This is an optimization exercise on Yosys and OpenROAD, whose aim is small area, not a production implementation.
RTL that was checked went through simulation tests only; none was proved equivalent to the original.
The RTL of run 2 was laid out without a check of its function.
Power and IR drop assume default switching activity.

==> flow/design.v <==
module cas #(
    parameter width = 32
)(
    input  logic [width-1:0] a,
    input  logic [width-1:0] b,
    output logic [width-1:0] min,
    output logic [width-1:0] max
);
    always_comb begin
        if ($signed(a) <= $signed(b)) begin
            min = a;
            max = b;
        end 
        else begin
            min = b;
            max = a;
        end
    end
endmodule
module sort2 #(
    parameter width = 32
)(
    input  logic [width-1:0] a,
    input  logic [width-1:0] b,
    input  logic  sel,
	 input  logic  clk,
	 input  logic  rst,
    output logic [width-1:0] maxf,
	 output logic [width-1:0] medh,
    output logic [width-1:0] medl,
    output logic [width-1:0] minf
);
logic[width-1:0] min0, min1, min2, min3, min4, min5, min6, min7, min8, min9;
logic[width-1:0] max0, max1, max2, max3, max4, max5, max6, max7, max8, max9;
logic[width-1:0] start0, start1, start2, start3;
cas cas1(
.a(start0),
.b(start1),
.min(min0),
.max(max0)
);
cas cas2(
.a(start2),
.b(start3),
.min(min6),
.max(max6)
);
cas cas3(
.a(max2),
.b(max7),
.min(min3),
.max(max3)
);
cas cas4(
.a(min7),
.b(min2),
.min(min8),
.max(max8)
);
cas cas5(
.a(min4),
.b(max9),
.min(min5),
.max(max5)
); 
    always_ff @(posedge clk or negedge rst)begin
	 if(~rst) begin  
		start0 <=32'b0;
		start1 <=32'b0;
		start2 <=32'b0;
		start3 <=32'b0;
		maxf<=32'b0;
		medh<=32'b0;
		medl<=32'b0;
		minf<=32'b0;
	 end
	 else begin
		if(~sel)begin
			start0<=a;
			start1<=b;
			end
		else begin
			start2<=a;
			start3<=b;
			end
		 maxf<=max4;
		 medh<=max5;
		 medl <=min5;
		 minf<=min9;
	 end 
            end 
    always_ff @(posedge clk) begin
		 min1<=min0;
		 max1<=max0;
		 min2<=min1;
		 max2<=max1;
		 min7<= min6;
		 max7<= max6;
		 min4<=min3;
		 max4<=max3;
		 min9<= min8;
		 max9<= max8;
    end
endmodule
==> flow/run.sh <==
#!/bin/bash
# synth_recipe.tcl (not shown) runs the flow's synth.tcl, then flattens the netlist and writes it again
# the make line also repeats each setting of config.mk as NAME=value (left out here)
make -C /OpenROAD-flow-scripts/flow DESIGN_CONFIG=/design/flow/config.mk WORK_HOME=/design/flow/orfs CLKGATE_MAP_FILE= SYNTH_SCRIPT=/design/flow/synth_recipe.tcl finish
==> flow/config.mk <==
export PLATFORM = sky130hd
export DESIGN_NAME = sort2
export DESIGN_NICKNAME = sort2
export VERILOG_FILES = /design/flow/design.v
export SDC_FILE = /design/flow/constraint.sdc
export NUM_CORES = 4
export LEC_CHECK = 0
export CAP_MARGIN = 20
export CORE_MARGIN = 2
export CORE_UTILIZATION = 40
export SLEW_MARGIN = 20
==> flow/constraint.sdc <==
create_clock -name core_clock -period 5.0 [get_ports {clk}]
set_input_delay 1.0000 -clock core_clock [delete_from_list [all_inputs] [get_ports {clk}]]
set_output_delay 1.0000 -clock core_clock [all_outputs]
set_load 0.01 [all_outputs]
==> reports/qor.yml, run 1 <==
max_stage_delay_ns: 0.61
cts_sinks: 576
nFillCells: 6313
powerDensity_nw_per_um2: 722
cap_violations: 0
worstSetupStartpointType: "register"
grt_overflow: 0
endpoint_kind: "register"
timing.final.crit_share_pct: 80.0
place.gp.congestion: 0.881
hold_buffers: 0
grt_pass1_vias: 21100
antenna_cells: 0
clkSlewWorstSetupHoldPaths_ns: 0.06
setup_viol: 0
finalHoldViolCount: 0
finalWirelength_um: 81000
worstPathRequired_ns: 5.51
h-tree-depth: 2
post_cts_buffers: 0
core_area_um2: 68700
max_freq_mhz: 250
grt_pass1_wl_um: 124000
rows: 96
cts_buffers: 58
slowest_stage: "nor4_1"
critical_path_buf_inv_count: 3
drive_gt1_share_pct: 12.1
cp_top_family: "simple AND/OR/NAND/NOR gates"
wire_per_inst_um: 21.0
cts_root_buf: "clkbuf_16"
cts_tree: "done"
ioPinCount: 195
outcome: "complete, no violations"
vias: 22800
clockBufferDepth: 3
die_h_um: 268
clk_latency_ns: 0.62
layout_common_cells: "dfxtp_1, dfrtp_1, nand2_1"
fin_util_pct: 47.0
antenna_found_initial: 5
synthCells: 2822
fin_ws_ns: 1.00
post-place-ws_ns: 1.01
fp.dieW_um: 268
start_util_pct: 40.4
crit_top_cell: "buf_4"
cts_resized: 0
crit_chain: "inv_1 > ha_4 > nand4_1 > nor4_1 > and4_1 > o311a_1 > a211o_2 > buf_4 > nand3_1 > buf_4 > o221a_2"
fin_nets: 3101
crit_fanout: 65
die_area_um2: 71600
maxSlewHeadroom_pct: 31.1
synth_warnings: 2
drv_slew: 0
fin_crit_ns: 4.00
synth-seq-cells: 576
hold_path.class: "reg2reg"
drcViolationCount: 0
fin_tns_setup_ns: 0
grt_usage_pct: 22.0
power.total_mw: 23.3
synth_cell_types: 45
critPathKind: "reg2reg"
clock_skew_ns: 0.0267
layout_commonest_cell: "dfxtp_1"
dpl.hpwl_um: 56800
rsz0062_at_grt: "false"
grt_max_degree: 97
drt_iter0_drc: 2298
syn-num-nets: 3049
synth_edf_count: 0
syn_to_final_growth_pct: 16.2
drtAntennaViolNets: 0
vias_per_cell: 5.92
p_leak_nw: 13.2
firstDrtPassIters: 6
cp.arrival_ns: 4.51
syn_area_per_cell_um2: 9.84
postSynth.asyncResetShare_pct: 44.4
yosysSeqAreaShare_pct: 46.1
synthesis.area_um2: 27800
max_slew.worst_pin.slew_ns: 1.03
synthFlopType: "dfxtp_1"
vdd_drop_max_mv: 0.413
place.port_buffers: 194
per-layer routing:
metal / vias up / part of all wire, % / track usage (%)
met2: 919 / 44 / 33.5
met3: 116 / 7.6 / 3.35
li1: 10700 / - / -
met1: 11100 / 47 / 32.6
met4: 0 / 2.3 / 5.54
met5: - / 0 / 0
cell usage after synthesis (all sizes together), types with 3 or more instances:
cell	number	area [um^2]
mux2	160	1800
buf	74	365
o21ai	49	245
o21a	3	22.5
a22oi	3	22.5
a211o	3	26.3
nand4	188	1180
a31oi	226	1410
inv	175	657
nand3	59	295
o221a	96	1080
nand2	256	961
clkbuf	169	634
a211oi	3	37.5
a21o	16	120
nor4	5	43.8
and4	7	61.3
nor3	105	526
o211ai	101	758
a21oi	92	460
and3	40	250
a21boi	3	22.5
a221o	39	390
dfxtp	320	6410
o311a	3	30.0
dfrtp	256	6410
and2	6	37.5
nor2	5	18.8
ha	160	2000
a22o	95	832
nor2b	97	607
cells by family (layout without fill, tap and decap cells):
| group | count (synthesis) | after routing | share of synthesized area [%] |
|---|---|---|---|
| fa+ha+maj | 160 | 160 | 7.21 |
| mux | 160 | 160 | 6.49 |
| flops | 576 | 576 | 46.1 |
| simple gates | 769 | 769 | 14.3 |
| buf+inv | 418 | 518 | 5.96 |
| compound gates | 739 | 739 | 19.9 |
final cells by class:
cell class	count	area, um^2	area share [%]
Inverter	175	657	2.04
Multi-Input combinational cell	1828	13400	41.5
Timing Repair Buffer	235	2260	7.02
Clock buffer	80	1740	5.40
Tap cell	931	1160	3.61
Sequential cell	576	12800	39.7
Clock inverter	28	248	0.768
worst register-to-register path, delay by kind of cell, from the launching register on:
kind | cells | cell delay [ns]
adders and majority gates | 1 | 0.52
AOI/OAI and AO/OA | 3 | 0.61
and+or+nand+nor | 4 | 1.39
buffers and inverters | 3 | 0.96
DFF | 1 | 0.40
worst paths after layout:
kind	startpoint	endpoint	slack (ns)	cells after the start
min in group asynchronous	rst	start1[26]	0.38	1
max in group asynchronous	rst	start1[31]	3.51	2
max	start3[31]	max7[31]	1.00	11
min reg2reg	max1[21]	max2[21]	0.33	0
min	max1[21]	max2[21]	0.33	0
max reg2reg	start3[31]	max7[31]	1.00	11
per-stage QoR:
step	cells	cell area, um^2	hold WS, ns
after floorplan	2822	27800	0.310
after global placement	3745	30300	0.313
after detailed placement	3745	30300	0.312
after CTS	3853	32300	0.312
after global routing	3853	32300	0.324
final	3853	32300	0.327
power breakdown:
part	internal, mW	total, mW	switching, mW
Combinational	4.68	10.7	6.06
Clock	2.60	4.48	1.88
Sequential	6.49	8.07	1.58
==> run 2: changes to the inputs <==
==> flow/design.v (replaced) <==
module cas #(
    parameter width = 32
)(
    input  logic [width-1:0] a,
    input  logic [width-1:0] b,
    output logic             gt
);
    localparam int n = width;
    logic [2*n-2:0] g, e;
    genvar i;
    generate
        for (i = 0; i < n; i++) begin : leaf
            if (i == n-1) begin : msb
                assign g[2*n-2-i] = ~a[i] & b[i];
            end else begin : lsb
                assign g[2*n-2-i] = a[i] & ~b[i];
            end
            assign e[2*n-2-i] = ~(a[i] ^ b[i]);
        end
        for (i = 0; i < n-1; i++) begin : node
            assign g[i] = g[2*i+1] | (e[2*i+1] & g[2*i+2]);
            assign e[i] = e[2*i+1] & e[2*i+2];
        end
    endgenerate
    assign gt = g[0];
endmodule
module sort2 #(
    parameter width = 32
)(
    input  logic [width-1:0] a,
    input  logic [width-1:0] b,
    input  logic  sel,
    input  logic  clk,
    input  logic  rst,
    output logic [width-1:0] maxf,
    output logic [width-1:0] medh,
    output logic [width-1:0] medl,
    output logic [width-1:0] minf
);
    logic [width-1:0] d1a, d1b, d2a, d2b, d3a, d3b, d4a, d4b;
    logic             f1, f2, f3, f4;    
    logic             d3gt, d4gt;        
    logic [width-1:0] fha, fhb;          
    logic             fhgt;              
    logic             fhv;               
    logic b01, b02, b03, b12, b13, b23;
    logic c02, c03, c12, c13;
    cas #(width) cmp23 (.a(d3a), .b(d3b), .gt(d3gt));
    cas #(width) cmp02 (.a(fha), .b(d4a), .gt(c02));
    cas #(width) cmp03 (.a(fha), .b(d4b), .gt(c03));
    cas #(width) cmp12 (.a(fhb), .b(d4a), .gt(c12));
    cas #(width) cmp13 (.a(fhb), .b(d4b), .gt(c13));
    assign b01 = fhv & fhgt;
    assign b23 = d4gt;
    assign b02 = fhv ? c02 : d4a[width-1];
    assign b03 = fhv ? c03 : d4b[width-1];
    assign b12 = fhv ? c12 : d4a[width-1];
    assign b13 = fhv ? c13 : d4b[width-1];
    logic s3_0, s3_1, s3_2, s3_3;
    logic s2_0, s2_1, s2_2, s2_3;
    logic s1_0, s1_1, s1_2, s1_3;
    logic s0_0, s0_1, s0_2, s0_3;
    function automatic logic two_of(input logic x, input logic y, input logic z);
        two_of = (x & y & ~z) | (x & ~y & z) | (~x & y & z);
    endfunction
    function automatic logic one_of(input logic x, input logic y, input logic z);
        one_of = (x & ~y & ~z) | (~x & y & ~z) | (~x & ~y & z);
    endfunction
    assign s3_0 = fhv &  b01 &  b02 &  b03;
    assign s3_1 = fhv & ~b01 &  b12 &  b13;
    assign s3_2 =      ~b02 & ~b12 &  b23;
    assign s3_3 =      ~b03 & ~b13 & ~b23;
    assign s0_0 = fhv & ~b01 & ~b02 & ~b03;
    assign s0_1 = fhv &  b01 & ~b12 & ~b13;
    assign s0_2 =       b02 &  b12 & ~b23;
    assign s0_3 =       b03 &  b13 &  b23;
    assign s2_0 = fhv & two_of( b01,  b02,  b03);
    assign s2_1 = fhv & two_of(~b01,  b12,  b13);
    assign s2_2 =       two_of(~b02, ~b12,  b23);
    assign s2_3 =       two_of(~b03, ~b13, ~b23);
    assign s1_0 = fhv & one_of( b01,  b02,  b03);
    assign s1_1 = fhv & one_of(~b01,  b12,  b13);
    assign s1_2 =       one_of(~b02, ~b12,  b23);
    assign s1_3 =       one_of(~b03, ~b13, ~b23);
    assign maxf = ({width{s3_0}} & fha) | ({width{s3_1}} & fhb)
                | ({width{s3_2}} & d4a) | ({width{s3_3}} & d4b);
    assign medh = ({width{s2_0}} & fha) | ({width{s2_1}} & fhb)
                | ({width{s2_2}} & d4a) | ({width{s2_3}} & d4b);
    assign medl = ({width{s1_0}} & fha) | ({width{s1_1}} & fhb)
                | ({width{s1_2}} & d4a) | ({width{s1_3}} & d4b);
    assign minf = ({width{s0_0}} & fha) | ({width{s0_1}} & fhb)
                | ({width{s0_2}} & d4a) | ({width{s0_3}} & d4b);
    always_ff @(posedge clk) begin
        d1a <= a;   d1b <= b;
        d2a <= d1a; d2b <= d1b;
        d3a <= d2a; d3b <= d2b;
        d4a <= d3a; d4b <= d3b;
        d4gt <= d3gt;
    end
    always_ff @(posedge clk or negedge rst) begin
        if (~rst) begin
            f1 <= 1'b0;
            f2 <= 1'b0;
            f3 <= 1'b0;
            f4 <= 1'b0;
            fhv <= 1'b0;
        end
        else begin
            f1 <= ~sel;
            f2 <= f1;
            f3 <= f2;
            f4 <= f3;
            if (f4) fhv <= 1'b1;
        end
    end
    always_ff @(posedge clk) begin
        if (f4) begin
            fha  <= d4a;
            fhb  <= d4b;
            fhgt <= d4gt;
        end
    end
endmodule
==> reports/qor.yml, run 2 <==
reg2reg_from: "d3b[1]"  # was start3[31]
synthCells: 1249  # was 2822
timing.final.crit_share_pct: 101  # was 80.0%
endpoint_kind: "primary output"  # was register
wl_met2_um: 22300  # was 35300 um
synth_cell_types: 63  # was 45
ioPinCount: 195  # unchanged
core_area_um2: 34500  # was 68700 um^2
drv_slew: 0  # unchanged
top_layer: "met5"  # was met4
outcome: "finished with violations"  # was complete, no violations
critPathKind: "reg2out"  # was reg2reg
slowest_stage: "a2111oi_4"  # was nor4_1
r2r_cells: 11  # unchanged
die_area_um2: 36400  # was 71600 um^2
grt_max_degree: 36  # was 97
cap_violations: 0  # unchanged
grt_pass1_vias: 12100  # was 21100
cp_num_cells: 16  # was 11
die_h_um: 191  # was 268 um
place.port_buffers: 194  # unchanged
fin_ws_ns: -0.0368  # was 1.00 ns
yosysTopAreaCell: "dfxtp_1"  # was dfrtp_1
cts_buffers: 36  # was 58
worstSetupStartpointType: "register"  # unchanged
max_stage_delay_ns: 0.48  # was 0.61 ns
syn_area_per_cell_um2: 11.2  # was 9.84 um^2
grt_usage_pct: 24.8  # was 22.0%
antenna_cells: 0  # unchanged
antenna_found_initial: 1  # was 5
synth_commonest_cells: "dfxtp_1, ha_1, nand2_1"  # was dfxtp_1, dfrtp_1, nand2_1
drtAntennaViolNets: 0  # unchanged
max_freq_mhz: 199  # was 250 MHz
fin_crit_ns: 5.04  # was 4.00 ns
grt_overflow: 0  # unchanged
so.violations: "negative setup slack"
layout_commonest_cell: "dfxtp_1"  # unchanged
vias: 12000  # was 22800
synthFlopType: "dfxtp_1"  # unchanged
yosys-top-cells-area: "dfxtp_1, edfxtp_1, ha_1"  # was dfrtp_1, dfxtp_1, ha_1
fin_nets: 1878  # was 3101
rsz0062_at_grt: "true"  # was false
synth_most_common_cell: "dfxtp_1"  # unchanged
cts_sinks: 327  # was 576
yosysSeqAreaShare_pct: 51.7  # was 46.1%
crit_start: "fha[21]"  # was start3[31]
synth.top_cell.area_share_pct: 36.9  # was 23.1%
cp_top_family: "compound AO/OA/AOI/OAI gates"  # was simple AND/OR/NAND/NOR gates
vdd_drop_max_mv: 0.318  # was 0.413 mV
vias_per_cell: 5.64  # was 5.92
drive_gt1_share_pct: 26.5  # was 12.1%
place.gp.congestion: 0.862  # was 0.881
clk_latency_ns: 0.52  # was 0.62 ns
cts_tree: "done"  # unchanged
hold_depth: 0  # unchanged
h-tree-depth: 2  # unchanged
syn-num-nets: 1471  # was 3049
finalHoldViolCount: 0  # unchanged
drt_iter0_drc: 1171  # was 2298
synth-seq-cells: 327  # was 576
p_leak_nw: 9.10  # was 13.2 nW
clkSlewWorstSetupHoldPaths_ns: 0.06  # about the same
postSynth.asyncResetShare_pct: 1.53  # was 44.4%
maxSlewHeadroom_pct: 38.3  # was 31.1%
syn_to_final_growth_pct: 41.3  # was 16.2%
drcViolationCount: 0  # unchanged
synthesis.area_um2: 14000  # was 27800 um^2
setup_viol: 4  # was 0
synth_warnings: 1  # was 2
grt_pass1_wl_um: 68600  # was 124000 um
cts_root_buf: "clkbuf_16"  # unchanged
fp.dieW_um: 191  # was 268 um
rows: 68  # was 96
start_util_pct: 40.5  # was 40.4%
powerDensity_nw_per_um2: 362  # was 722 nW/um^2
clockBufferDepth: 3  # unchanged
synth_edf_count: 65  # was 0
cp.arrival_ns: 4.04  # was 4.51 ns
dpl.hpwl_um: 31900  # was 56800 um
hold_ws_ns: 0.319  # was 0.327 ns
wire_per_inst_um: 22.4  # was 21.0 um
crit_chain: "buf_6 > ha_4 > and4_1 > a221o_1 > a2111oi_4 > o21a_2 > buf_6 > bufbuf_16 > buf_4 > o31ai_4 > buf_12 > clkbuf_16 > buf_4 > a22oi_2 > nand2_1 > clkbuf_2"  # was inv_1 > ha_4 > nand4_1 > nor4_1 > and4_1 > o311a_1 > a211o_2 > buf_4 > nand3_1 > buf_4 > o221a_2
firstDrtPassIters: 7  # was 6
critical_path_buf_inv_count: 8  # was 3
routed-wl-met3_um: 3900  # was 6130 um
hold_start: "d2b[13]"  # was max1[21]
worstPathRequired_ns: 4.00  # was 5.51 ns
max_slew.worst_pin.slew_ns: 0.925  # was 1.03 ns
layout_common_cells: "dfxtp_1, buf_4, ha_1"  # was dfxtp_1, dfrtp_1, nand2_1
hold_buffers: 0  # unchanged
power.total_mw: 7.13  # was 23.3 mW
clock_skew_ns: 0.0146  # was 0.0267 ns
crit_fanout: 6  # was 65
hold_path.class: "reg2reg"  # unchanged
drt-met1-wl_um: 19700  # was 37700 um
finalWirelength_um: 47800  # was 81000 um
[run 2: changes by cell type after synthesis, moves of 62 or more]
cell | previous run | this run
clkbuf_1 | 169 | 18
inv_1 | 175 | 100
mux2_2 | 160 | 0
nor3_1 | 105 | 6
a22oi_1 | 3 | 65
o221a_1 | 70 | 0
nand4_1 | 188 | 21
dfrtp_1 | 256 | 5
nand2_1 | 256 | 141
edfxtp_1 | 0 | 65
nor2b_1 | 97 | 4
a31oi_1 | 226 | 3
dfxtp_1 | 320 | 257
o211ai_1 | 101 | 4
[run 2: stage by stage]
stage / std cells / area [um^2] / worst slack (ns) / util, % / setup TNS (ns)
floorplan: 1249 / 14000 / 1.12 / - / 0
global route: 2135 / 19700 / -0.149 / 57.2 / -3.49
finish: 2135 / 19700 / -0.0368 / 57.2 / -0.0993
detailed placement: 2005 / 17600 / -0.429 / 51.2 / -37.06
CTS: 2098 / 19100 / -0.159 / 55.3 / -0.639
global placement: 2004 / 17600 / -0.603 / 51.1 / -59.14
[run 2: area by class of cell]
class,count,area [um^2]
repair buffers,422,3830
multi-input cells,768,6600
clock inverters,12,81.3
well taps,455,569
inverters,101,379
fillers,2940,14700
clock buffers,50,1020
flip-flops and latches,327,7250
[run 2: worst paths after layout]
check,to,slack [ns]
min in group asynchronous,fhv,0.75
max,medh[3],-0.04
max in group asynchronous,f4,3.99
min reg2reg,d3b[13],0.32
min,d3b[13],0.32
max reg2reg,d4gt,2.37
[run 2: kinds of logic (layout without fill, tap and decap cells)]
group / count (synthesis) / in the layout / synth area share (%)
DFF: 327 / 327 / 51.7
adders and majority gates: 155 / 155 / 13.9
buffers and inverters: 154 / 585 / 4.69
xor gates and xnor gates: 5 / 5 / 0.502
AOI/OAI and AO/OA: 366 / 366 / 21.1
and+or+nand+nor: 240 / 240 / 7.90
muxes: 2 / 2 / 0.143
[run 2: report_power, final]
part	leakage [nW]	switching [mW]	internal (mW)
combinational	5.69	0.929	0.829
sequential	2.86	0.0806	2.82
clock	0.547	1.04	1.43
[run 2: worst reg2reg max path, stage by stage, from the launching register on]
cell and delay [ns]:
dfxtp_1 0.33, inv_1 0.05, ha_1 0.28, and3b_1 0.17, o21a_1 0.17, o21a_1 0.16
o21a_1 0.16, o21a_1 0.17, o21a_1 0.16, o21ai_0 0.31, a31oi_1 0.24, a211o_1 0.31
[run 2: metal layers]
metal / vias up / GRT usage (%)
met5: - / 0
met4: 2 / 10.6
met3: 147 / 5.08
met2: 622 / 40.8
met1: 5700 / 31.5
li1: 5561 / -
[run 2: repair_timing]
| action | in CTS | in global routing |
|---|---|---|
| setup endpoints to repair | 128 | 112 |
| resized for setup | 259 | 180 |
| cloned | 6 | 6 |
| pin swaps | 13 | 47 |
| buffers inserted | 27 | 33 |

re-timing with driven ports:
In the flow no input, the clock included, has a driving cell. The finished layouts below were timed again as built, in two steps. Step 1, drivers: a clkbuf_16 drives clk and a buf_2 each remaining input, both assumed. Step 2 moves the port delays by t, midway between the first and last clock arrival at a register: inputs arrive t later, outputs are due t later. That takes back most of the time a late clock gives input paths. a / b / c = no drivers / after step 1 / after step 2; a / b = the first two.
run | t, ns | slack for setup (ns) | latest minus earliest clock arrival (ns)
run 1 | 0.674 | 1.001 / 1.001 / 1.001 | 0.028 / 0.027
run 2 | 0.558 | -0.037 / -0.085 / 0.473 | 0.017 / 0.016
